This design comes from an exercise in tuning for small area on the open sky130 flow, not from production work.
In this exercise RTL edits were held to simulation tests only and were not proved equivalent to the original.
Power figures rest on the tool's default switching activity, not on a simulated workload.

// mb_slave
module mb_slave(
	input  clk,
	input  rst_n,
	input  uart_rxd,
	output uart_txd
);
clock: 20.0 ns
lec_check: 0
cap_margin: 20
core_margin: 2
core_utilization: 60
cts_buf_list: sky130_fd_sc_hd__clkbuf_8
cts_cluster_diameter: 50
cts_cluster_size: 18
place_density: 0.75
slew_margin: 20
standard.sh (not shown) runs the stock make flow with config.mk's settings and CLKGATE_MAP_FILE= SYNTH_SCRIPT=/design/flow/synth_recipe.tcl, a recipe that flattens the netlist after the stock synthesis.
==> flow/flow/run.sh <==
#!/bin/bash
# Own flow: the standard layout (standard.sh) with one change to synthesis:
# the combinational logic is mapped by ABC with an area-oriented script and
# without the half-adder mapping. Flip-flops are mapped exactly as in the
# standard synthesis (synth_recipe.tcl is sourced unchanged), so register names
# and cell types are the standard synthesis's.
set -euo pipefail
W=$(pwd)

cat > "$W/area.abc" <<'EOT'
strash
dc2
dch -f
amap
strash
dc2
dch -f
amap
topo
EOT

cat > "$W/area_synth.tcl" <<EOT
proc abc {args} {
  set out {}
  set skip 0
  foreach a \$args {
    if {\$skip} { set skip 0; continue }
    if {\$a eq "-script" || \$a eq "-D" || \$a eq "-constr"} { set skip 1; continue }
    lappend out \$a
  }
  yosys abc {*}\$out -script $W/area.abc
}
source $W/synth_recipe.tcl
EOT

sed -e "s#SYNTH_SCRIPT=[^ ]*#SYNTH_SCRIPT=$W/area_synth.tcl ADDER_MAP_FILE=#" "$W/standard.sh" > "$W/area_standard.sh"
grep -q "SYNTH_SCRIPT=$W/area_synth.tcl" "$W/area_standard.sh"

# Clock tree without dummy loads; one small buffer on each port.
export CTS_ARGS="-sink_clustering_enable -repair_clock_nets -dont_use_dummy_load -buf_list sky130_fd_sc_hd__clkbuf_4 -sink_clustering_size 10 -sink_clustering_max_diameter 30"
export BUFFER_PORTS_ARGS="-buffer_cell sky130_fd_sc_hd__buf_1"

bash "$W/area_standard.sh" > "$W/flow_make.log" 2>&1
test -f "$W/out/final.def"
The baseline completed without violations.
Rerun with:
--- a/flow/flow/run.sh
+++ b/flow/flow/run.sh
@@ -12 +11,0 @@
-dc2
@@ -14,5 +13 @@
-amap
-strash
-dc2
-dch -f
-amap
+map -a
@@ -40 +35 @@
-export CTS_ARGS="-sink_clustering_enable -repair_clock_nets -dont_use_dummy_load -buf_list sky130_fd_sc_hd__clkbuf_4 -sink_clustering_size 10 -sink_clustering_max_diameter 30"
+export CTS_ARGS="-sink_clustering_enable -repair_clock_nets -dont_use_dummy_load -buf_list sky130_fd_sc_hd__clkbuf_2 -sink_clustering_size 7 -sink_clustering_max_diameter 25"
Outcome:
- The changed run finished clean
- wire length rose by 2.4%
- critical path depth is unchanged
- fmax fell by 3.3%
- sequential power fell by about 2%
- final area rose by 0.93%
Rerun with:
--- a/flow/flow/run.sh
+++ b/flow/flow/run.sh
@@ -35 +35 @@
-export CTS_ARGS="-sink_clustering_enable -repair_clock_nets -dont_use_dummy_load -buf_list sky130_fd_sc_hd__clkbuf_2 -sink_clustering_size 7 -sink_clustering_max_diameter 25"
+export CTS_ARGS="-sink_clustering_enable -repair_clock_nets -dont_use_dummy_load -buf_list sky130_fd_sc_hd__clkbuf_16 -sink_clustering_size 32 -sink_clustering_max_diameter 60"
What happened: The new run completed with no timing, DRC or antenna violations. Worst setup slack gains 0.23 ns. Design area increases slightly. Die area stays the same. Global-route usage falls by 0.86 points. Worst hold slack is better by 0.035 ns. Clock skew is lower by 0.060 ns. Area after synthesis stays the same. Wire length falls by a few percent. Sequential cell count stays the same. Maximum frequency goes up by a few percent.
Rerun with:
--- a/flow/flow/run.sh
+++ b/flow/flow/run.sh
@@ -35 +35 @@
-export CTS_ARGS="-sink_clustering_enable -repair_clock_nets -dont_use_dummy_load -buf_list sky130_fd_sc_hd__clkbuf_16 -sink_clustering_size 32 -sink_clustering_max_diameter 60"
+export CTS_ARGS="-sink_clustering_enable -repair_clock_nets -dont_use_dummy_load -buf_list sky130_fd_sc_hd__clkbuf_4 -sink_clustering_size 10 -sink_clustering_max_diameter 30"
=> Global-route usage came out higher by 0.50 points. Routed wire length is about the same. Cell count came out higher by a few percent. Maximum frequency came out lower slightly. Sequential cell count is unchanged. Critical path depth is unchanged. First-iteration DRC count came out higher by roughly a tenth. Clock-buffer cell count came out higher by 27. Final area came out lower slightly. Clock power came out lower by roughly a tenth.


mb_slave again, from the RTL that the note above started with.
==> flow/design.v (excerpt) <==
module mb_slave(
	input  clk,
	input  rst_n,
	input  uart_rxd,
	output uart_txd
);
reg  [7:0]   pos;         
reg  [255:0] ring;        
reg  [15:0]  cring;       
reg          bw;          
reg  [8:0]   t;           
reg  [3:0]   b;           
reg  [3:0]   n;           
reg          act;         
reg          tx;          
reg          clr;         
reg          txo;         
reg          ok;          
reg          nxt;         
wire rxd = uart_rxd;
wire b9      = b[3] & b[0];
wire b0      = ~b[3] & ~b[2] & ~b[1] & ~b[0];
wire databit = ~b9 & ~b0;                      
wire t_end   = t[8] & t[7] & t[5] & t[4] & (tx ? t[1] : t[0]);  
wire win     = t[8] ^ t[7];                    
wire cend    = act & b9 & (tx ? t_end : (t[8] & t[7]));
wire ring_out = ring[255];
wire c_out    = cring[15];
wire x    = ~(n[0] ^ tx) ^ b[3];
wire eqc  = (pos[3:0] == {x, b[2:0]});              
wire eqr  = c_out & (pos[7:3] == {n[1], x, b[2:0]});  
wire n01   = ~n[3] & ~n[2] & ~n[1];
wire n23   = ~n[3] & ~n[2] &  n[1];
wire n4    = ~n[3] &  n[2] & ~n[1] & ~n[0];
wire n5    = ~n[3] &  n[2] & ~n[1] &  n[0];
wire n7    = ~n[3] &  n[2] &  n[1] &  n[0];
wire ndata = (~n[3] & n[2] & n[1]) | (n[3] & ~n[2] & ~n[1]);   
wire nval  = n[3] & n[2];                                       
  ...
==> flow/config.mk <==
export PLATFORM = sky130hd
export DESIGN_NAME = mb_slave
export DESIGN_NICKNAME = mb_slave
export VERILOG_FILES = /design/flow/design.v
export SDC_FILE = /design/flow/constraint.sdc
export NUM_CORES = 4
export LEC_CHECK = 0
export CAP_MARGIN = 20
export CORE_MARGIN = 2
export CORE_UTILIZATION = 60
export CTS_BUF_LIST = sky130_fd_sc_hd__clkbuf_8
export CTS_CLUSTER_DIAMETER = 50
export CTS_CLUSTER_SIZE = 18
export PLACE_DENSITY = 0.75
export SLEW_MARGIN = 20
==> flow/constraint.sdc <==
create_clock -name core_clock -period 20.0 [get_ports {clk}]
set_input_delay 4.0000 -clock core_clock [delete_from_list [all_inputs] [get_ports {clk}]]
set_output_delay 4.0000 -clock core_clock [all_outputs]
set_load 0.01 [all_outputs]
==> flow/flow/run.sh <==
#!/bin/bash
# Own flow: the standard layout (standard.sh) with one change to synthesis:
# the combinational logic is mapped by ABC with an area-oriented script and
# without the half-adder mapping. Flip-flops are mapped exactly as in the
# standard synthesis (synth_recipe.tcl is sourced unchanged), so register names
# and cell types are the standard synthesis's.
set -euo pipefail
W=$(pwd)

cat > "$W/area.abc" <<'EOT'
strash
dch -f
map -a
topo
EOT

cat > "$W/area_synth.tcl" <<EOT
proc abc {args} {
  set out {}
  set skip 0
  foreach a \$args {
    if {\$skip} { set skip 0; continue }
    if {\$a eq "-script" || \$a eq "-D" || \$a eq "-constr"} { set skip 1; continue }
    lappend out \$a
  }
  yosys abc {*}\$out -script $W/area.abc
}
source $W/synth_recipe.tcl
EOT

sed -e "s#SYNTH_SCRIPT=[^ ]*#SYNTH_SCRIPT=$W/area_synth.tcl ADDER_MAP_FILE=#" "$W/standard.sh" > "$W/area_standard.sh"
grep -q "SYNTH_SCRIPT=$W/area_synth.tcl" "$W/area_standard.sh"

# Clock tree without dummy loads; one small buffer on each port.
export CTS_ARGS="-sink_clustering_enable -repair_clock_nets -dont_use_dummy_load -buf_list sky130_fd_sc_hd__clkbuf_4 -sink_clustering_size 12 -sink_clustering_max_diameter 32"
export BUFFER_PORTS_ARGS="-buffer_cell sky130_fd_sc_hd__buf_1"

bash "$W/area_standard.sh" > "$W/flow_make.log" 2>&1
test -f "$W/out/final.def"
Rerun with:
--- a/flow/flow/run.sh
+++ b/flow/flow/run.sh
@@ -34,3 +34,3 @@
 # Clock tree without dummy loads; one small buffer on each port.
-export CTS_ARGS="-sink_clustering_enable -repair_clock_nets -dont_use_dummy_load -buf_list sky130_fd_sc_hd__clkbuf_4 -sink_clustering_size 12 -sink_clustering_max_diameter 32"
+export CTS_ARGS="-sink_clustering_enable -repair_clock_nets -dont_use_dummy_load -buf_list sky130_fd_sc_hd__clkbuf_8 -sink_clustering_size 20 -sink_clustering_max_diameter 40"
 export BUFFER_PORTS_ARGS="-buffer_cell sky130_fd_sc_hd__buf_1"
Die area is unchanged; worst hold slack is better by 0.013 ns; routed wire length goes down by 1.8%; global-route usage goes down by 0.82 points; non-clock buffer count does not change; critical path depth stays the same; synthesized cell count is unchanged.

[separate check: timing with driven ports]
The results above use ideal ports. As a check the final layouts listed here were re-extracted and re-timed, cells and wires unchanged.
Step 1: set_driving_cell puts a clkbuf_16 on clk and a buf_2 on each other input, an assumption about the parent block.
Step 2, shift: input delay + t, output delay - t, t = (earliest + latest rising clock arrival at the registers) / 2. This alone moves slack from input paths to output paths.
Slacks: no drivers / after step 1 / after step 2; pairs: no drivers / after step 1.
run | t, ns | slack for setup (ns) | pins driven straight from the clock port
the first run of note 1 | 0.565 | 14.835 / 14.802 / 14.879 | 1
the second run of note 1 | 0.729 | 14.661 / 14.627 / 14.625 | 1
the third run of note 1 | 0.490 | 14.892 / 14.856 / 14.708 | 1
the fourth run of note 1 | 0.589 | 14.811 / 14.777 / 14.670 | 1
the first run of note 2 | 0.593 | 14.807 / 14.773 / 14.664 | 1
the second run of note 2 | 0.539 | 14.822 / 14.791 / 14.669 | 1
After both steps setup and hold are still met in every run listed. The setup slack of the third run of note 1, which loses most, moves by -0.036 ns with the drivers and by -0.184 ns with both steps.
